Context: an optimization exercise on an open-source flow, tuned for small area. The choices shown serve that exercise and are no tape-out recipe.
Function was checked by simulation only, so behaviour that the tests miss may differ from the original.
The clock port is modelled as an ideal driver; clocking choices that lean on that would not hold on a real chip.
Power is estimated from default activity; no workload was simulated.

[config.mk]
export PLATFORM = sky130hd
export DESIGN_NAME = smg_interface_demo
export DESIGN_NICKNAME = smg_interface_demo
export VERILOG_FILES = /design/flow/design.v
export SDC_FILE = /design/flow/constraint.sdc
export NUM_CORES = 4
export LEC_CHECK = 0
export CAP_MARGIN = 20
export CORE_MARGIN = 2
export CORE_UTILIZATION = 75
export SLEW_MARGIN = 20
[constraint.sdc]
create_clock -name core_clock -period 10.0 [get_ports {CLK}]
set_input_delay 2.0000 -clock core_clock [delete_from_list [all_inputs] [get_ports {CLK}]]
set_output_delay 2.0000 -clock core_clock [all_outputs]
set_load 0.01 [all_outputs]
[design.v]
module smg_interface_demo
(
    input CLK,                       
    input RSTn,                      
    input R1,                        
    input key,                       
    output [7:0]SMG_Data,            
    output [5:0]Scan_Sig,            
    output [3:0] led,
    output rx                        
);
reg f8;
wire rst = RSTn & ~f8;
reg [5:0] c1;
reg [4:0] q;
wire c1_end = ~c1[5] & ~c1[3] & ~c1[1] & ~c1[0];    
wire c1_zero = ~c1[4] & ~c1[3] & ~c1[2] & ~c1[1];   
wire samp = c1_end & q[4] & q[1] & q[0];     
always @(posedge CLK)
    if (!rst) begin
        c1 <= 6'b000001;
        q <= 5'd0;
    end else begin
        c1 <= c1_end ? 6'b000001 : {c1[4:0], c1[5] ^ c1[0]};
        if (c1_end) q <= (q == 5'd19) ? 5'd0 : q + 5'd1;
    end
reg kc, kk, p;
wire pc = samp & kc & ~R1;
wire pk = samp & kk & ~key;
reg [4:0] cc;            
reg [7:0] ck;            
reg F;                   
reg [15:0] B;            
reg [2:0] K;
wire rec2 = F & ~((K == 3'd0) & (B[15:1] == 15'd0));
reg lr1, lr2;
always @(posedge CLK)
    if (!rst) begin
        kc <= 1'b1; kk <= 1'b1;
    end else if (samp) begin
        kc <= R1; kk <= key;
    end
always @(posedge CLK)
    p <= samp ? pc : (p & ~c1[3]);
wire pd1 = p & ~c1[2];                       
wire pd2 = p & ~c1[3];                       
wire cc4 = (cc == 5'd4);
wire cc5 = (cc == 5'd5);
wire cc8 = (cc == 5'd8);
wire cc9 = (cc == 5'd9);
wire fl1 = pd1 ? cc5 : cc4;
wire ff  = pd1 ? cc9 : cc8;
wire v   = pd2 ? cc9 : cc8;
wire rec1 = F | cc[4] | cc[3] | (cc[2] & (cc[1] | cc[0] | ~p));
wire cc_ge8 = (cc[4] | cc[3]) & ~(pd1 & ~c1[1] & cc8);
wire [3:0] n1d = rec1 ? ck[3:0] : 4'd0;
wire [3:0] n2d = rec2 ? ck[7:4] : 4'd0;
wire gt = n1d > n2d;
wire eq = n1d == n2d;
wire f1 = v & gt;
wire f2 = v & ~gt & ~eq;
wire fm = v & eq;
wire [3:0] nl = v ? (gt ? n1d : n2d) : 4'd0;
always @(posedge CLK)
    if (!rst) begin
        cc <= 5'd0; ck <= 8'd0; F <= 1'b0;
        lr1 <= 1'b0; lr2 <= 1'b0;
    end else begin
        if (pc) cc <= cc + 5'd1;
        if (pk & ~F) ck[cc[2:0]] <= 1'b1;
        F <= F | cc_ge8;
        if (L) begin
            if (f1) begin lr1 <= 1'b1; lr2 <= 1'b0; end
            else if (f2) begin lr1 <= 1'b0; lr2 <= 1'b1; end
            else if (fm) begin lr1 <= 1'b1; lr2 <= 1'b1; end
        end else begin
            lr1 <= 1'b0; lr2 <= 1'b0;
        end
    end
reg L;
wire bfb = B[15] ^ B[14] ^ B[12] ^ B[3] ^ (B[14:0] == 15'd0);
wire bwrap = (B == 16'h8000);                
always @(posedge CLK)
    B <= {B[14:0], F & bfb};
always @(posedge CLK)
    if (!F) begin
        K <= 3'd0; L <= 1'b1; f8 <= 1'b0;
    end else begin
        if (bwrap) K <= K + 3'd1;
        if (B == 16'hc099) L <= 1'b0;           
        else if (bwrap) L <= 1'b1;
        if (K[2] & K[1] & (B == 16'h177c)) f8 <= 1'b1;    
    end
assign led = {2'b00, fl1 | lr1, ff ^ lr2};
reg [3:0] nld;           
always @(posedge CLK) nld <= nl;
reg [2:0] jn;             
wire [2:0] j = ~jn;
reg [3:0] rnum;
reg [3:0] dn;            
wire j7 = j[2] & j[1];
wire [2:0] dig = j7 ? 3'd0 :
                 c1_zero ? ((j[2] & j[0]) ? 3'd0 : j + 3'd1) : j;
reg [3:0] selv;
always @(*)
    case (dig)
        3'd0: selv = n1d;
        3'd1: selv = n2d;
        3'd3, 3'd5: selv = nld;
        default: selv = 4'd10;
    endcase
always @(posedge CLK or negedge rst)
    if (!rst) begin
        jn <= 3'd0; dn <= 4'd0;
    end else begin
        jn <= ~dig;
        if (rnum <= 4'd10) dn <= ~rnum;
    end
always @(posedge CLK)
    rnum <= selv;
assign Scan_Sig = {j[2] | j[1] | j[0],
                   ~(j[0] & ~(j[2] ^ j[1])),
                   ~(j[1] & ~(j[2] ^ j[0])),
                   ~(j[1] & j[0]),
                   ~(j[2] & ~(j[1] ^ j[0])),
                   ~(j[2] & j[0])};
reg [7:0] seg;
always @(*)
    case (~dn)
        4'd0: seg = 8'b1100_0000;
        4'd1: seg = 8'b1111_1001;
        4'd2: seg = 8'b1010_0100;
        4'd3: seg = 8'b1011_0000;
        4'd4: seg = 8'b1001_1001;
        4'd5: seg = 8'b1001_0010;
        4'd6: seg = 8'b1000_0010;
        4'd7: seg = 8'b1111_1000;
        4'd8: seg = 8'b1000_0000;
        4'd9: seg = 8'b1001_0000;
        4'd10: seg = 8'b1011_1111;
        4'd15: seg = 8'b1111_1111;
        default: seg = 8'bxxxx_xxxx;   
    endcase
assign SMG_Data = seg;
reg [1:0] uj;
reg [1:0] u3;
reg [2:0] u7;
reg [4:0] u31;
reg [3:0] bc;            
reg b, tx;
wire div0 = (uj == 2'b01) & (u3 == 2'b01) & (u7 == 3'b001) & (u31 == 5'b00001);
wire [3:0] bc_n = div0 ? ((bc[3] & bc[1]) ? 4'd0 : bc + 4'd1) : bc;
wire bit_n = bc_n[3] ? bc_n[1] :
             bc_n[2] ? (~bc_n[1] & (bc_n[0] ? nld[3] : nld[2])) :
             bc_n[1] ? (bc_n[0] ? nld[1] : nld[0]) : ~bc_n[0];
always @(posedge CLK or negedge RSTn)
    if (!RSTn) begin
        uj <= 2'b00; u3 <= 2'b00; u7 <= 3'b000; u31 <= 5'b00000;
        bc <= 4'd15; tx <= 1'b0;
    end else begin
        uj <= {uj[0], ~uj[1]};
        u3 <= {u3[0], ~(u3[1] ^ u3[0])};
        u7 <= {u7[1:0], ~(u7[2] ^ u7[1])};
        u31 <= {u31[3:0], ~(u31[4] ^ u31[2])};
        bc <= bc_n;
        tx <= b;
    end
always @(posedge CLK) b <= bit_n;
assign rx = tx;
endmodule
[flow/run.sh]
#!/bin/bash
# Own flow: the standard layout (same ORFS steps, same synthesis script up to
# technology mapping), with these changes:
#  - ABC maps the logic with an area-oriented script (flow/area.abc) and the
#    adders are left to ABC instead of being mapped to half/full-adder cells;
#  - port buffers use the smallest buffer cell;
#  - CTS inserts no dummy loads and builds the tree from clkbuf_8; afterwards
#    leaf buffers whose flip-flops keep a low clock slew become clkbuf_4
#    (flow/post_cts.tcl).
# Registers come from the same synthesis steps as the standard flow.
set -euo pipefail
W=$PWD
cp config.mk flow_config.mk
cat >> flow_config.mk <<EOC
export ADDER_MAP_FILE =
export CTS_ARGS = -sink_clustering_enable -repair_clock_nets -dont_use_dummy_load -buf_list sky130_fd_sc_hd__clkbuf_8
export BUFFER_PORTS_ARGS = -buffer_cell sky130_fd_sc_hd__buf_1
export CTS_BUF_LIST = sky130_fd_sc_hd__clkbuf_8
export POST_CTS_TCL = $W/flow/post_cts.tcl
EOC
# The standard flow's synthesis script, with ABC's mapping script replaced
cat > flow_synth.tcl <<EOT
proc abc {args} {
  set out {}
  set skip 0
  foreach a \$args {
    if {\$skip} { set skip 0; continue }
    if {\$a eq "-script" || \$a eq "-constr"} { set skip 1; continue }
    lappend out \$a
  }
  yosys abc -script $W/flow/area.abc {*}\$out
}
EOT
cat synth_recipe.tcl >> flow_synth.tcl
make -C "$FLOW_HOME" DESIGN_CONFIG=$W/flow_config.mk WORK_HOME=$W/orfs CLKGATE_MAP_FILE= \
  SYNTH_SCRIPT=$W/flow_synth.tcl finish > make.log 2>&1
R=$W/orfs/results/sky130hd/smg_interface_demo/base
: # left out here: write the final layout as DEF
[flow/area.abc]
strash; dc2; balance -l; resub -K 6 -l; rewrite -l; resub -K 6 -N 2 -l; refactor -l; resub -K 8 -l; balance -l; resub -K 8 -N 2 -l; rewrite -l; resub -K 10 -l; rewrite -z -l; resub -K 10 -N 2 -l; balance -l; resub -K 12 -l; refactor -z -l; resub -K 12 -N 2 -l; rewrite -z -l; balance -l; balance -l; resub -K 6 -l; rewrite -l; resub -K 6 -N 2 -l; refactor -l; resub -K 8 -l; balance -l; resub -K 8 -N 2 -l; rewrite -l; resub -K 10 -l; rewrite -z -l; resub -K 10 -N 2 -l; balance -l; resub -K 12 -l; refactor -z -l; resub -K 12 -N 2 -l; rewrite -z -l; balance -l; &get -n; &dch -f; &nf -a -R 1000; &put; strash; dch -f; &get -n; &nf -a -R 1000; &put
[flow/post_cts.tcl]
estimate_parasitics -placement
proc leaf_worst_slew {inst} {
  set onet [get_nets -of_objects [get_pins -of_objects $inst -filter "direction==output"]]
  set w 0
  foreach p [get_pins -of_objects $onet -filter "direction==input"] {
    set s [get_property $p slew_max]
    if {$s > $w} { set w $s }
  }
  return $w
}
proc drives_flops {inst} {
  set onet [get_nets -of_objects [get_pins -of_objects $inst -filter "direction==output"]]
  foreach p [get_pins -of_objects $onet -filter "direction==input"] {
    if {[get_property $p name] eq "CLK"} { return 1 }
  }
  return 0
}
foreach inst [get_cells -quiet clkbuf_*] {
  if {[get_property $inst ref_name] ne "sky130_fd_sc_hd__clkbuf_8"} continue
  if {![drives_flops $inst]} continue
  replace_cell $inst sky130_fd_sc_hd__clkbuf_4
  estimate_parasitics -placement
  set w [leaf_worst_slew $inst]
  if {$w > 0.100} {
    replace_cell $inst sky130_fd_sc_hd__clkbuf_8
    estimate_parasitics -placement
    puts "post_cts: [get_property $inst name] kept clkbuf_8 (clkbuf_4 slew $w)"
  } else {
    puts "post_cts: [get_property $inst name] -> clkbuf_4 (slew $w)"
  }
}
detailed_placement
[standard.sh]
#!/bin/bash
# synth_recipe.tcl (not shown) runs the flow's synth.tcl, then flattens the netlist and writes it again
# the make line also repeats each setting of config.mk as NAME=value (left out here)
make -C /OpenROAD-flow-scripts/flow DESIGN_CONFIG=/design/flow/config.mk WORK_HOME=/design/flow/orfs CLKGATE_MAP_FILE= SYNTH_SCRIPT=/design/flow/synth_recipe.tcl "${@:-finish}"
==> flow_metrics.py, run 1 <==
metrics = {
    "synth": {
        "synth.distinct_cells": 46,
        "synth_area_mm2": 0.00323,
        "syn_inst": 334,
        "synth-edff-count": 0,
        "seq_area_frac_synth_pct": 55.9,
        "synth_area_leaders": "dfxtp_1, dfrtp_1, a21oi_1, nor2_1, xnor2_1",
        "ys_warn_count": 1,
        "ys_seq_elements": 84,
        "ys_async_sr_fraction_pct": 28.6,
        "synth_top_area_share_pct": 37.2,
        "yosys_most_used_dff": "dfxtp_1",
        "avgSynthCellArea_um2": 9.68,
        "post-synth-top-area-cell": "dfxtp_1",
    },
    "worst_setup_path": {
        "critPathRequiredTime_ns": 8.00,
        "critPathMaxFanout": 5,
        "r2r-start": "B[8]$_DFF_P_",
        "crit_type": "register to output port",
        "regToRegEndpoint": "nld[1]$_SDFF_PP0_",
        "reg2regPathDepth": 10,
        "cp.arrival_ns": 1.68,
        "cp-start-kind": "register",
        "worst_setup_path_end_kind": "output port",
        "r2r_slack_ns": 7.05,
        "crit_end": "SMG_Data[6]",
        "crit_start": "dn[1]$_DFFE_PN0P_",
    },
    "grt": {
        "grt_pass1_vias": 2428,
        "grtUsageTotal_pct": 28.8,
        "antenna_found_initial": 0,
        "grt-ovfl-total": 0,
        "grt_pass1_wl_mm": 11.1,
        "grt_max_degree": 22,
    },
    "cts": {
        "cts_tree": "built",
        "clkTransAtPathRegs_ns": 0.10,
        "clock_latency_ns": 0.36,
        "cts_sinks": 84,
    },
    "placed_design": {
        "globalplace.congestion": 0.856,
        "io_buffers": 19,
        "dp_hpwl_mm": 4.37,
    },
    "cells_and_area": {
        "drive_gt1_share_pct": 3.88,
        "seq_area_mm2": 0.00181,
        "area_delta_synth_final_pct": 6.85,
        "final_core_util_pct": 84.5,
        "nets": 367,
        "n_antenna_cell": 0,
        "multiInputGateArea_mm2": 0.00136,
        "fill_cells": 248,
    },
    "timing": {
        "drv_slew": 0,
        "setup_viol": 0,
        "slew_headroom_pct": 43.3,
        "max_freq_mhz": 272,
        "fin_worst_skew_ns": 0.0364,
        "finalHoldViolCount": 0,
        "fin_setup_tns_ns": 0,
        "rsz0062_at_grt": "no",
        "fin_crit_sh_pct": 36.8,
        "min_period_ns": 3.68,
        "tightest_slew_ns": 0.850,
    },
    "outcome": {
        "status": "complete, no violations",
    },
    "detailed_routing": {
        "viasPerCell": 6.09,
        "wirelength_mm": 6.21,
        "drcViolationCount": 0,
        "dr.pass1.iters": 5,
        "wl_per_cell_um": 15.1,
        "drt_iter0_drc": 151,
        "vias": 2502,
        "drtAntennaViolNets": 0,
    },
    "worst_hold_path": {
        "min_path_type": "register to register",
    },
    "run": {
        "cap_violations": 0,
    },
    "die": {
        "dieArea_mm2": 0.00485,
        "die_h_um": 69.6,
        "core_area_mm2": 0.00409,
        "die_w_um": 69.6,
        "start_util_pct": 79.1,
        "rows": 23,
        "ios": 23,
    },
    "power": {
        "peakVddDrop_mv": 0.112,
        "p_leak_nw": 1.31,
        "power_density_mw_per_mm2": 189,
    },
}
==> cells by family (layout without fill, tap and decap cells) <==
group           Yosys count  after routing  share of synthesized area [%]
other cells               2              3                          0.232
flops                    84             84                           55.9
buf+inv                  15             41                           2.09
xor+xnor                 16             16                           4.34
simple gates            138            138                           22.1
compound gates           79             79                           15.3
==> routing by layer <==
layer  routed length, µm  vias to the layer above  track usage [%]  part of all wire [%]
met5                   0                        -                0                     0
li1                    -                     1236                -                     -
met4                 159                        0             10.7                   2.6
met2                2950                       94             44.8                    48
met3                 392                       18             8.87                   6.3
met1                2700                     1154             38.2                    44
==> report_power, final <==
group / internal (W) / switching, W
Combinational: 0.0000460 / 0.0000732
Sequential: 0.000351 / 0.0000214
Clock: 0.0000636 / 0.0000960
==> worst min-delay path by stage <==
stage                   start           end  slack (ns)  cells after the start
finish              b$_DFF_P_  tx$_DFF_PN0_        0.34                      0
global route        b$_DFF_P_  tx$_DFF_PN0_        0.34                      0
detailed placement  b$_DFF_P_  tx$_DFF_PN0_        0.32                      0
global placement    b$_DFF_P_  tx$_DFF_PN0_        0.32                      0
floorplan           b$_DFF_P_  tx$_DFF_PN0_        0.32                      0
==> cell usage in the layout, fill, tap and decap left out, drive strengths merged, types with 5 or more instances in the layout <==
cell type  synthesis  routed
xnor2             14      14
nand3             10      10
a21o               5       5
dfxtp             60      60
clkinv            12      12
buf                3      20
nand2             31      31
dfrtp             20      20
o21ai             14      14
clkbuf             0       9
nor2              34      34
nor3               9       9
a31oi              6       6
and3               6       6
a21oi             27      27
and2              13      13
nand2b             6       6
o21a               5       5
==> cells in the mapped netlist (6+ instances only) <==
library cell	number
and3_1	6
a31oi_1	6
o21ai_0	14
nand2_1	31
nand3_1	10
a21oi_1	27
nor2_1	34
dfxtp_1	60
xnor2_1	14
nand2b_1	6
dfrtp_1	20
and2_0	13
clkinv_1	12
nor3_1	9
==> through the flow <==
stage	total power (W)	hold slack, ns	setup slack [ns]	std cells	area, µm²
3_5_place_dp	0.000499	0.323	5.97	402	3350
2_1_floorplan	0.000462	0.316	6.80	335	3240
6_report	0.000651	0.345	6.32	411	3450
3_3_place_gp	0.000495	0.322	6.12	402	3350
5_1_grt	0.000689	0.343	6.10	411	3450
==> flip-flops by register name, indices dropped and copies added (netlist names), 4 cells and up <==
register	cells
B	16
dn	4
q	5
nld	4
u31	5
c1	6
ck	8
rnum	4
bc	4
cc	5
==> critical path: stages, from the launching register on <==
cell      delay (ns)
dfrtp_1         0.43
nand2_1         0.14
o21ai_0         0.12
a21boi_0        0.34
o22ai_1         0.14
buf_1           0.15
==> cell type report <==
class                      count  area share [%]
sequential                    84            52.3
multi-input combinational    236            39.4
clock buffer                   9            2.86
timing repair buffer          20            2.28
tap                           50            1.81
inverter                      12            1.30
==> run 2, diff against run 1 <==
--- a/flow/post_cts.tcl
+++ b/flow/post_cts.tcl
@@ -30,3 +30,28 @@
   }
 }
 detailed_placement
+# Then try a clkbuf_4 root: keep it only if every flip-flop clock pin still
+# sees at most 100 ps.
+proc worst_ff_clk_slew {} {
+  set w 0
+  foreach p [get_pins -hierarchical */CLK] {
+    set s [get_property $p slew_max]
+    if {$s > $w} { set w $s }
+  }
+  return $w
+}
+foreach inst [get_cells -quiet clkbuf_*] {
+  if {[drives_flops $inst]} continue
+  if {[get_property $inst ref_name] ne "sky130_fd_sc_hd__clkbuf_8"} continue
+  replace_cell $inst sky130_fd_sc_hd__clkbuf_4
+  estimate_parasitics -placement
+  set w [worst_ff_clk_slew]
+  if {$w > 0.100} {
+    replace_cell $inst sky130_fd_sc_hd__clkbuf_8
+    estimate_parasitics -placement
+    puts "post_cts: root [get_property $inst name] kept clkbuf_8 (worst $w)"
+  } else {
+    puts "post_cts: root [get_property $inst name] -> clkbuf_4 (worst $w)"
+  }
+}
+detailed_placement
==> run 2 against run 1 <==
  * Still clean
  * Synthesized cell count unchanged
  * Combinational power is essentially flat
  * Clock skew up 0.0012 ns
  * Sequential share of layout area up 0.095 points
  * Critical path depth unchanged
  * Synthesized area stayed put
  * Global-route usage stayed put
  * Non-clock buffer count unchanged
  * Setup slack worse by 0.068 ns
  * Sequential power barely moved
  * Die area unchanged
==> flow_metrics.py, run 2 <==
metrics = {
    "worst_setup_path": {
        "cp-start-kind": "register",
        "critPathMaxFanout": 5,
        "worst_setup_path_end_kind": "output port",
        "crit_type": "register to output port",
        "critPathRequiredTime_ns": 8.00,
        "reg2regPathDepth": 10,
        "cp.arrival_ns": 1.75,
    },
    "cells_and_area": {
        "drive_gt1_share_pct": 3.88,
        "postLayoutCellArea_mm2": 0.00345,
        "area_delta_synth_final_pct": 6.66,
        "multiInputGateArea_mm2": 0.00136,
        "largest_register_ffs": 16,
        "nets": 367,
        "mostFrequentLayoutCell": "dfxtp_1",
        "seq_area_mm2": 0.00181,
        "top_register": "B",
        "mostFrequentLayoutCells": "dfxtp_1, nor2_1, nand2_1",
        "fill_cells": 249,
        "largestRegisters": "B: 16 flops, ck: 8 flops, c1: 6 flops",
        "n_antenna_cell": 0,
    },
    "power": {
        "pwr-share-seq_pct": 57.6,
        "p_comb_share_pct": 18.5,
        "power_density_mw_per_mm2": 188,
        "total_power_w": 0.000647,
        "p_sw_share_pct": 29.6,
        "p_leak_nw": 1.31,
        "switching_power_w": 0.000191,
        "internal_power_w": 0.000455,
        "p_clk_share_pct": 23.9,
        "peakVddDrop_mv": 0.111,
    },
    "grt": {
        "grt-ovfl-total": 0,
        "grt_pass1_wl_mm": 11.1,
        "grtUsageTotal_pct": 28.8,
        "antenna_found_initial": 0,
        "grt_pass1_vias": 2428,
        "grt_max_degree": 22,
    },
    "synth": {
        "ys_async_sr_fraction_pct": 28.6,
        "synth_top_area_share_pct": 37.2,
        "synth_area_leaders": "dfxtp_1, dfrtp_1, a21oi_1, nor2_1, xnor2_1",
        "avgSynthCellArea_um2": 9.68,
        "syn_inst": 334,
        "synthTopCellsByCount": "dfxtp_1, nor2_1, nand2_1",
        "synth-edff-count": 0,
        "synth_area_mm2": 0.00323,
        "synth_most_common_cell": "dfxtp_1",
        "ys_warn_count": 1,
        "yosys_most_used_dff": "dfxtp_1",
        "post-synth-top-area-cell": "dfxtp_1",
        "synth.distinct_cells": 46,
        "ys_seq_elements": 84,
        "seq_area_frac_synth_pct": 55.9,
    },
    "placed_design": {
        "io_buffers": 19,
        "placed_cell_area_mm2": 0.00335,
        "dp_hpwl_mm": 4.37,
        "globalplace.congestion": 0.856,
    },
    "timing": {
        "holdWs_ns": 0.343,
        "tightest_slew_ns": 0.873,
        "fin_crit_sh_pct": 37.5,
        "drv_slew": 0,
        "fin_worst_skew_ns": 0.0376,
        "slew_headroom_pct": 41.8,
        "max_freq_mhz": 267,
        "rsz0062_at_grt": "no",
        "fin_setup_tns_ns": 0,
        "setup_viol": 0,
        "min_period_ns": 3.75,
        "finalHoldViolCount": 0,
    },
    "die": {
        "die_h_um": 69.6,
        "ios": 23,
        "rows": 23,
        "dieArea_mm2": 0.00485,
        "start_util_pct": 79.1,
        "die_w_um": 69.6,
        "core_area_mm2": 0.00409,
    },
    "detailed_routing": {
        "dr.pass1.iters": 5,
        "viasPerCell": 6.11,
        "drt_iter0_drc": 148,
        "vias": 2513,
        "drtAntennaViolNets": 0,
        "drcViolationCount": 0,
        "wl_per_cell_um": 15.2,
        "wirelength_mm": 6.25,
    },
    "cts": {
        "clkTransAtPathRegs_ns": 0.10,
        "clock_latency_ns": 0.43,
        "cts_sinks": 84,
        "cts_tree": "built",
    },
    "run": {
        "cap_violations": 0,
    },
    "worst_hold_path": {
        "min_path_type": "register to register",
        "min_delay_path_depth": 0,
    },
    "outcome": {
        "status": "complete, no violations",
    },
}
==> run 2: cell count changes in the layout (fill, tap and decap cells not counted) <==
cell | before | now
clkbuf_4 | 4 | 5
clkbuf_8 | 5 | 4
==> run 2: layer usage <==
| metal | GRT usage, % | routed length (µm) | up-vias |
|---|---|---|---|
| met5 | 0 | 0 | - |
| met4 | 10.7 | 173 | 0 |
| met3 | 8.87 | 394 | 20 |
| met2 | 44.8 | 2900 | 97 |
| met1 | 38.2 | 2780 | 1163 |
| li1 | - | - | 1233 |
==> run 2: final timing paths <==
check | slack, ns | end | start
setup reg to reg | 6.99 | nld[1]$_SDFF_PP0_ | B[8]$_DFF_P_
max in group asynchronous | 7.26 | dn[3]$_DFFE_PN0P_ | RSTn
hold / removal | 0.34 | tx$_DFF_PN0_ | b$_DFF_P_
setup / recovery | 6.25 | SMG_Data[6] | dn[1]$_DFFE_PN0P_
min in group asynchronous | 0.90 | dn[2]$_DFFE_PN0P_ | f8$_SDFFE_PN0P_
hold reg to reg | 0.34 | tx$_DFF_PN0_ | b$_DFF_P_
==> run 2: through the flow <==
step | util, % | instances | setup slack [ns]
after global routing | 84.4 | 411 | 6.02
after global placement | 82.1 | 402 | 6.12
final | 84.4 | 411 | 6.25
after detailed placement | 82.1 | 402 | 5.97
after floorplan | - | 335 | 6.80
==> run 2: critical path, cell delays in order (launching register included) <==
cell,delay (ns)
dfrtp_1,0.43
nand2_1,0.14
o21ai_0,0.12
a21boi_0,0.34
o22ai_1,0.14
buf_1,0.15
==> run 2: logic make-up (layout without fill, tap and decap cells) <==
kind of cell / count (synthesis) / after routing / synth area share (%)
buffers and inverters: 15 / 41 / 2.09
flip-flops: 84 / 84 / 55.9
AO/OA/AOI/OAI: 79 / 79 / 15.3
other: 2 / 3 / 0.232
AND/OR/NAND/NOR: 138 / 138 / 22.1
XOR/XNOR: 16 / 16 / 4.34
==> run 2: power groups by stage <==
stage	combinational (W)	sequential [W]	clock, W
floorplan	0.0000876	0.000374	0
global placement	0.000116	0.000379	0
detailed placement	0.000119	0.000380	0
global route	0.000137	0.000377	0.000170
finish	0.000119	0.000372	0.000155
==> run 2: layout make-up <==
| class | count | area share [%] |
|---|---|---|
| sequential | 84 | 52.4 |
| multi-input combinational | 236 | 39.5 |
| clock buffer | 9 | 2.69 |
| timing repair buffer | 20 | 2.29 |
| tap | 50 | 1.81 |
| inverter | 12 | 1.31 |
==> run 3, diff against run 2 <==
--- a/flow/run.sh
+++ b/flow/run.sh
@@ -6,7 +6,7 @@
 #  - port buffers use the smallest buffer cell;
 #  - CTS inserts no dummy loads and builds the tree from clkbuf_8; afterwards
 #    leaf buffers whose flip-flops keep a low clock slew become clkbuf_4
-#    (flow/post_cts.tcl).
+#    (flow/post_cts.tcl), and the root too if the flip-flops still see a low slew.
 # Registers come from the same synthesis steps as the standard flow.
 set -euo pipefail
 W=$PWD
==> flow/area.abc (replaced) <==
strash; &get -n; &syn4; &put; balance -l; resub -K 6 -l; rewrite -l; resub -K 6 -N 2 -l; refactor -l; resub -K 8 -l; balance -l; resub -K 8 -N 2 -l; rewrite -l; resub -K 10 -l; rewrite -z -l; resub -K 10 -N 2 -l; balance -l; resub -K 12 -l; refactor -z -l; resub -K 12 -N 2 -l; rewrite -z -l; balance -l; &get -n; &dch -f; &nf -a -R 1000; &put; strash; dch -f; &get -n; &nf -a -R 1000; &put
==> run 3 against run 2 <==
  * Setup slack worse by 0.30 ns
  * Largest cell class unchanged
  * Still clean on timing, DRC and antenna
  * First-iteration DRC count up 17%
  * Global-route usage down 1.4 points
  * Final cell count up 0.97%
  * Synthesized cell count up 1.5%
  * Critical path depth up 2
  * Sequential power about the same
  * Non-clock buffer count down 1
  * Final area down 0.76%
  * Die area down 0.54%
  * Power down 1.3%
  * Largest power group unchanged
  * Hold slack worse by 0.0095 ns
==> flow_metrics.py, run 3 <==
metrics = {
    "outcome": {
        "status": "complete, no violations",
    },
    "cells_and_area": {
        "largest_register_ffs": 16,
        "final_core_util_pct": 84.3,
        "n_antenna_cell": 0,
        "area_delta_synth_final_pct": 6.46,
        "nets": 371,
        "postLayoutCellArea_mm2": 0.00342,
        "largestRegisters": "B: 16 flops, ck: 8 flops, c1: 6 flops",
        "mostFrequentLayoutCell": "dfxtp_1",
        "top_register": "B",
        "fill_cells": 239,
        "drive_gt1_share_pct": 3.56,
        "mostFrequentLayoutCells": "dfxtp_1, nand2_1, nor2_1",
    },
    "synth": {
        "synthTopCellsByCount": "dfxtp_1, nand2_1, nor2_1",
        "post-synth-top-area-cell": "dfxtp_1",
        "seq_area_frac_synth_pct": 56.2,
        "yosys_most_used_dff": "dfxtp_1",
        "ys_seq_elements": 84,
        "ys_warn_count": 1,
        "synth_top_area_share_pct": 37.4,
        "synth-edff-count": 0,
        "synth_area_mm2": 0.00321,
        "syn_inst": 339,
        "avgSynthCellArea_um2": 9.48,
        "synth_area_leaders": "dfxtp_1, dfrtp_1, nand2_1, nor2_1, dfstp_2",
        "synth.distinct_cells": 46,
        "ys_async_sr_fraction_pct": 28.6,
        "synth_most_common_cell": "dfxtp_1",
    },
    "grt": {
        "grt_pass1_vias": 2414,
        "grt_pass1_wl_mm": 10.5,
        "grt_max_degree": 24,
        "grtUsageTotal_pct": 27.4,
        "grt-ovfl-total": 0,
        "antenna_found_initial": 0,
    },
    "placed_design": {
        "io_buffers": 19,
        "placed_cell_area_mm2": 0.00333,
        "globalplace.congestion": 0.837,
        "dp_hpwl_mm": 4.49,
        "pre_cts_ws_ns": 5.45,
    },
    "die": {
        "die_h_um": 69.5,
        "die_w_um": 69.5,
        "start_util_pct": 79.2,
        "core_area_mm2": 0.00406,
        "dieArea_mm2": 0.00482,
        "ios": 23,
        "rows": 23,
    },
    "timing": {
        "fin_crit_sh_pct": 40.5,
        "slew_headroom_pct": 40.3,
        "min_period_ns": 4.05,
        "rsz0062_at_grt": "no",
        "tightest_slew_ns": 0.895,
        "finalHoldViolCount": 0,
        "holdWs_ns": 0.334,
        "fin_worst_skew_ns": 0.0217,
        "max_freq_mhz": 247,
        "layout_setup_ws_ns": 5.95,
        "fin_setup_tns_ns": 0,
        "drv_slew": 0,
        "setup_viol": 0,
    },
    "power": {
        "p_leak_nw": 1.28,
        "peakVddDrop_mv": 0.125,
        "power_density_mw_per_mm2": 187,
    },
    "worst_hold_path": {
        "min_path_type": "register to register",
        "hp-start": "b$_DFF_P_",
        "min_delay_path_depth": 0,
    },
    "worst_setup_path": {
        "reg2regPathDepth": 9,
        "crit_type": "input pin to register",
        "critPathRequiredTime_ns": 10.30,
        "r2r_slack_ns": 7.09,
        "cp.arrival_ns": 4.34,
        "crit_start": "RSTn",
        "critPathMaxFanout": 23,
        "cp-start-kind": "input pin",
        "worst_setup_path_end_kind": "register",
        "r2r-start": "B[9]$_DFF_P_",
    },
    "cts": {
        "cts_tree": "built",
        "clkTransAtPathRegs_ns": 0.08,
        "clock_latency_ns": 0.43,
        "cts_sinks": 84,
    },
    "run": {
        "cap_violations": 0,
    },
    "detailed_routing": {
        "vias": 2556,
        "drcViolationCount": 0,
        "dr.pass1.iters": 4,
        "drtAntennaViolNets": 0,
        "viasPerCell": 6.16,
        "wl_per_cell_um": 15.0,
        "wirelength_mm": 6.23,
        "drt_iter0_drc": 173,
    },
}
## run 3: changes by cell type in the layout (fill, tap and decap cells not counted), sizes merged, moves of 4 or more
cell   before  now
nand2      31   50
xnor2      14   10
a21oi      27   20
nor2       34   29
a31oi       6    2
## run 3: path summary, 6_finish.rpt
kind / to
setup / recovery: q[4]$_SDFFE_PN0P_
hold / removal: tx$_DFF_PN0_
max in group asynchronous: jn[2]$_DFF_PN0_
hold reg to reg: tx$_DFF_PN0_
setup reg to reg: lr2$_SDFFE_PP0P_
min in group asynchronous: dn[2]$_DFFE_PN0P_
## run 3: critical path, cell delays in order
cell	delay, ns
buf_1	0.38
nand2b_1	0.59
clkinv_1	0.72
nand3_1	0.32
o21ai_0	0.12
nand2_1	0.09
o311ai_0	0.12
## run 3: metal layers
layer	global-route usage (%)	part of all wire (%)	vias to the layer above
met5	0	0	-
met4	13.5	2.7	0
met2	44.2	48	104
li1	-	-	1244
met1	34.7	44	1190
met3	6.40	6.1	18
## run 3: layout make-up
cell class                 instances  area (µm²)  share of cell area, %
sequential                        84        1810                   52.8
clock buffer                       9        92.6                   2.71
tap                               50        62.6                   1.83
multi-input combinational        241        1340                   39.2
inverter                          12        45.0                   1.32
timing repair buffer              19        71.3                   2.08
## run 3: cell families after synthesis
| logic type | count (synthesis) | share of synthesized area [%] |
|---|---|---|
| AND/OR/NAND/NOR | 157 | 24.5 |
| flip-flops | 84 | 56.2 |
| AO/OA/AOI/OAI | 68 | 13.4 |
| buffers and inverters | 15 | 2.10 |
| XOR/XNOR | 12 | 3.27 |
| other | 2 | 0.234 |
| adder cells (fa/ha/maj) | 1 | 0.312 |
## run 3: power breakdown
part / total [W] / leakage (nW) / internal (W) / switching (W)
clock network: 0.000156 / 0.0518 / 0.0000586 / 0.0000973
logic: 0.000111 / 0.476 / 0.0000426 / 0.0000687
registers: 0.000371 / 0.752 / 0.000350 / 0.0000209
total: 0.000638 / 1.28 / 0.000452 / 0.000187
## run 3: stage by stage
step,total power [W],cells
6_report,0.000638,415
5_1_grt,0.000673,415
3_5_place_dp,0.000490,406
3_3_place_gp,0.000486,406
2_1_floorplan,0.000455,340
==> run 4, diff against run 3 <==
--- a/flow/run.sh
+++ b/flow/run.sh
@@ -6,7 +6,7 @@
 #  - port buffers use the smallest buffer cell;
 #  - CTS inserts no dummy loads and builds the tree from clkbuf_8; afterwards
 #    leaf buffers whose flip-flops keep a low clock slew become clkbuf_4
-#    (flow/post_cts.tcl), and the root too if the flip-flops still see a low slew.
+#    (flow/post_cts.tcl).
 # Registers come from the same synthesis steps as the standard flow.
 set -euo pipefail
 W=$PWD
--- a/flow/post_cts.tcl
+++ b/flow/post_cts.tcl
@@ -30,28 +30,3 @@
   }
 }
 detailed_placement
-# Then try a clkbuf_4 root: keep it only if every flip-flop clock pin still
-# sees at most 100 ps.
-proc worst_ff_clk_slew {} {
-  set w 0
-  foreach p [get_pins -hierarchical */CLK] {
-    set s [get_property $p slew_max]
-    if {$s > $w} { set w $s }
-  }
-  return $w
-}
-foreach inst [get_cells -quiet clkbuf_*] {
-  if {[drives_flops $inst]} continue
-  if {[get_property $inst ref_name] ne "sky130_fd_sc_hd__clkbuf_8"} continue
-  replace_cell $inst sky130_fd_sc_hd__clkbuf_4
-  estimate_parasitics -placement
-  set w [worst_ff_clk_slew]
-  if {$w > 0.100} {
-    replace_cell $inst sky130_fd_sc_hd__clkbuf_8
-    estimate_parasitics -placement
-    puts "post_cts: root [get_property $inst name] kept clkbuf_8 (worst $w)"
-  } else {
-    puts "post_cts: root [get_property $inst name] -> clkbuf_4 (worst $w)"
-  }
-}
-detailed_placement
==> run 4 against run 3 <==
  * Count of clock-buffer cells in the layout unchanged
  * Still clean
  * Non-clock buffer count is the same
  * Sequential power about the same
  * Clock power rose by 3%
  * Setup slack got worse by 0.093 ns
  * Clock skew decreased by 0.0028 ns
  * Global-route usage stayed put
  * Die area unchanged
  * Critical endpoint unchanged
  * First-iteration DRC count increased by 3.5%
  * Largest cell class unchanged
==> flow_metrics.py, run 4 <==
metrics = {
    "worst_hold_path": {
        "min_path_type": "register to register",
    },
    "synth": {
        "ys_warn_count": 1,
        "synth-edff-count": 0,
        "avgSynthCellArea_um2": 9.48,
        "post-synth-top-area-cell": "dfxtp_1",
        "synth_most_common_cell": "dfxtp_1",
        "synth_area_mm2": 0.00321,
        "muxShareOfSynthArea_pct": 0,
        "ys_async_sr_fraction_pct": 28.6,
        "synth.distinct_cells": 46,
        "syn_inst": 339,
        "synth-xor-area-share_pct": 3.27,
        "synth_area_leaders": "dfxtp_1, dfrtp_1, nand2_1, nor2_1, dfstp_2",
        "synth_top_area_share_pct": 37.4,
        "synth_top_family_by_area": "simple AND/OR/NAND/NOR gates",
        "synthTopCellsByCount": "dfxtp_1, nand2_1, nor2_1",
        "synth-compound-area-share_pct": 13.4,
        "yosys.area_share.simple_pct": 24.5,
        "yosys_most_used_dff": "dfxtp_1",
        "ys_seq_elements": 84,
        "synthAdderAreaFrac_pct": 0.312,
        "seq_area_frac_synth_pct": 56.2,
    },
    "power": {
        "power_density_mw_per_mm2": 188,
        "peakVddDrop_mv": 0.128,
        "switching_power_w": 0.000186,
        "p_sw_share_pct": 29.0,
        "p_comb_share_pct": 17.4,
        "p_leak_nw": 1.28,
        "pwr-share-seq_pct": 57.8,
        "p_clk_share_pct": 24.9,
        "internal_power_w": 0.000457,
    },
    "timing": {
        "fin_worst_skew_ns": 0.0189,
        "slew_headroom_pct": 40.5,
        "fin_setup_tns_ns": 0,
        "max_freq_mhz": 241,
        "tightest_slew_ns": 0.892,
        "min_period_ns": 4.14,
        "fin_crit_sh_pct": 41.4,
        "drv_slew": 0,
        "holdWs_ns": 0.334,
        "setup_viol": 0,
        "rsz0062_at_grt": "no",
        "finalHoldViolCount": 0,
    },
    "detailed_routing": {
        "wirelength_mm": 6.24,
        "viasPerCell": 6.14,
        "vias": 2547,
        "dr.pass1.iters": 5,
        "drt_iter0_drc": 179,
        "drtAntennaViolNets": 0,
        "wl_per_cell_um": 15.0,
        "drcViolationCount": 0,
    },
    "cells_and_area": {
        "largestRegisters": "B: 16 flops, ck: 8 flops, c1: 6 flops",
        "n_antenna_cell": 0,
        "seq_area_mm2": 0.00181,
        "mostFrequentLayoutCell": "dfxtp_1",
        "area_delta_synth_final_pct": 6.66,
        "mostFrequentLayoutCells": "dfxtp_1, nand2_1, nor2_1",
        "fill_cells": 237,
        "top_register": "B",
        "nets": 371,
        "largest_register_ffs": 16,
        "multiInputGateArea_mm2": 0.00134,
        "final_core_util_pct": 84.5,
        "drive_gt1_share_pct": 3.56,
    },
    "die": {
        "die_h_um": 69.5,
        "rows": 23,
        "core_area_mm2": 0.00406,
        "die_w_um": 69.5,
        "start_util_pct": 79.2,
        "ios": 23,
        "dieArea_mm2": 0.00482,
    },
    "worst_setup_path": {
        "crit_path_max_incr_delay_ns": 0.73,
        "critPathRequiredTime_ns": 10.22,
        "cp_slowest_cell": "clkinv_1",
        "critPathMaxFanout": 23,
        "path_cells": "buf_1 -> nand2b_1 -> clkinv_1 -> nand3_1 -> o21ai_0 -> nand2_1 -> o311ai_0",
        "cp-start-kind": "input pin",
        "path_buf_inv": 2,
        "crit_type": "input pin to register",
        "worst_setup_path_end_kind": "register",
        "crit_family": "buffers and inverters",
        "cp.arrival_ns": 4.36,
    },
    "grt": {
        "grtUsageTotal_pct": 27.4,
        "grt-ovfl-total": 0,
        "grt_pass1_vias": 2414,
        "grt_max_degree": 24,
        "antenna_found_initial": 0,
        "grt_pass1_wl_mm": 10.5,
    },
    "cts": {
        "cts_sinks": 84,
        "clkTransAtPathRegs_ns": 0.08,
        "cts_tree": "built",
        "clock_latency_ns": 0.35,
    },
    "run": {
        "cap_violations": 0,
    },
    "placed_design": {
        "globalplace.congestion": 0.837,
        "io_buffers": 19,
        "dp_hpwl_mm": 4.49,
    },
    "outcome": {
        "status": "complete, no violations",
    },
}
## run 4: cell count changes in the layout (fill, tap and decap cells not counted)
cell      before  now
clkbuf_8       4    5
clkbuf_4       5    4
## run 4: per-stage QoR
step / setup WS (ns) / cells / total power [W] / cell area [µm²]
floorplan: 6.60 / 340 / 0.000455 / 3220
detailed placement: 5.45 / 406 / 0.000490 / 3330
global route: 5.52 / 415 / 0.000678 / 3430
global placement: 5.62 / 406 / 0.000486 / 3330
finish: 5.86 / 415 / 0.000643 / 3430
## run 4: logic make-up (layout without fill, tap and decap cells)
kind of cell | count (synthesis) | after routing
AOI/OAI and AO/OA | 68 | 68
xor gates and xnor gates | 12 | 12
buffers and inverters | 15 | 40
DFF | 84 | 84
and+or+nand+nor | 157 | 157
other | 2 | 3
adders and majority gates | 1 | 1
## run 4: metal layers
metal	routed length [µm]	vias to the layer above	global-route usage, %
met1	2740	1197	34.7
li1	-	1241	-
met5	0	-	0
met3	339	20	6.40
met2	2990	89	44.2
met4	174	0	13.5
## run 4: final timing paths
check                               endpoint  cells past startpoint  slack (ns)             from
setup / recovery           q[4]$_SDFFE_PN0P_                      7        5.86             RSTn
hold / removal                  tx$_DFF_PN0_                      0        0.33        b$_DFF_P_
setup reg to reg            lr2$_SDFFE_PP0P_                      9        7.06     B[9]$_DFF_P_
hold reg to reg                 tx$_DFF_PN0_                      0        0.33        b$_DFF_P_
max in group asynchronous    jn[2]$_DFF_PN0_                      3        6.71             RSTn
min in group asynchronous    jn[1]$_DFF_PN0_                      2        0.76  f8$_SDFFE_PN0P_
## run 4: layout make-up
type | instances | area share, %
Sequential cell | 84 | 52.7
Multi-Input combinational cell | 241 | 39.2
Clock buffer | 9 | 2.88
Timing Repair Buffer | 19 | 2.08
Tap cell | 50 | 1.83
Inverter | 12 | 1.31
## run 4: worst register-to-register path: cells and delay by family (launching register included)
kind            cells  cell delay, ns
fa+ha+maj           1            0.39
compound gates      2            0.73
simple gates        6            1.37
flops               1            0.34
## run 4: power groups by stage
| stage | sequential [W] | clock [W] | combinational [W] |
|---|---|---|---|
| floorplan | 0.000373 | 0 | 0.0000820 |
| global placement | 0.000378 | 0 | 0.000108 |
| detailed placement | 0.000378 | 0 | 0.000112 |
| global route | 0.000375 | 0.000176 | 0.000127 |
| finish | 0.000371 | 0.000160 | 0.000112 |

[static timing again, ports no longer ideal]
How much do the figures lean on ideal ports? The routed layouts below were timed once more, with nothing changed but the port constraints. Step 1: set_driving_cell puts a clkbuf_16 on CLK and a buf_2 on each other input, an assumption about the parent block. Step 2, shift: input delay + t, output delay - t, t = (earliest + latest rising clock arrival at the registers) / 2. This alone moves slack from input paths to output paths. a / b / c = ideal ports / drivers / drivers and shift; a / b = the first two.
run	shift t [ns]	setup slack, ns	worst hold slack (ns)
run 1	0.367	6.323 / 6.296 / 5.977	0.345 / 0.345 / 0.345
run 2	0.433	6.255 / 6.230 / 5.955	0.343 / 0.343 / 0.343
run 3	0.447	5.951 / 5.954 / 5.507	0.334 / 0.334 / 0.334
run 4	0.372	5.858 / 5.863 / 5.491	0.334 / 0.334 / 0.334
After both steps setup and hold are still met in every run listed. The setup slack of run 3, which loses most, moves by +0.003 ns with the drivers and by -0.444 ns with both steps.
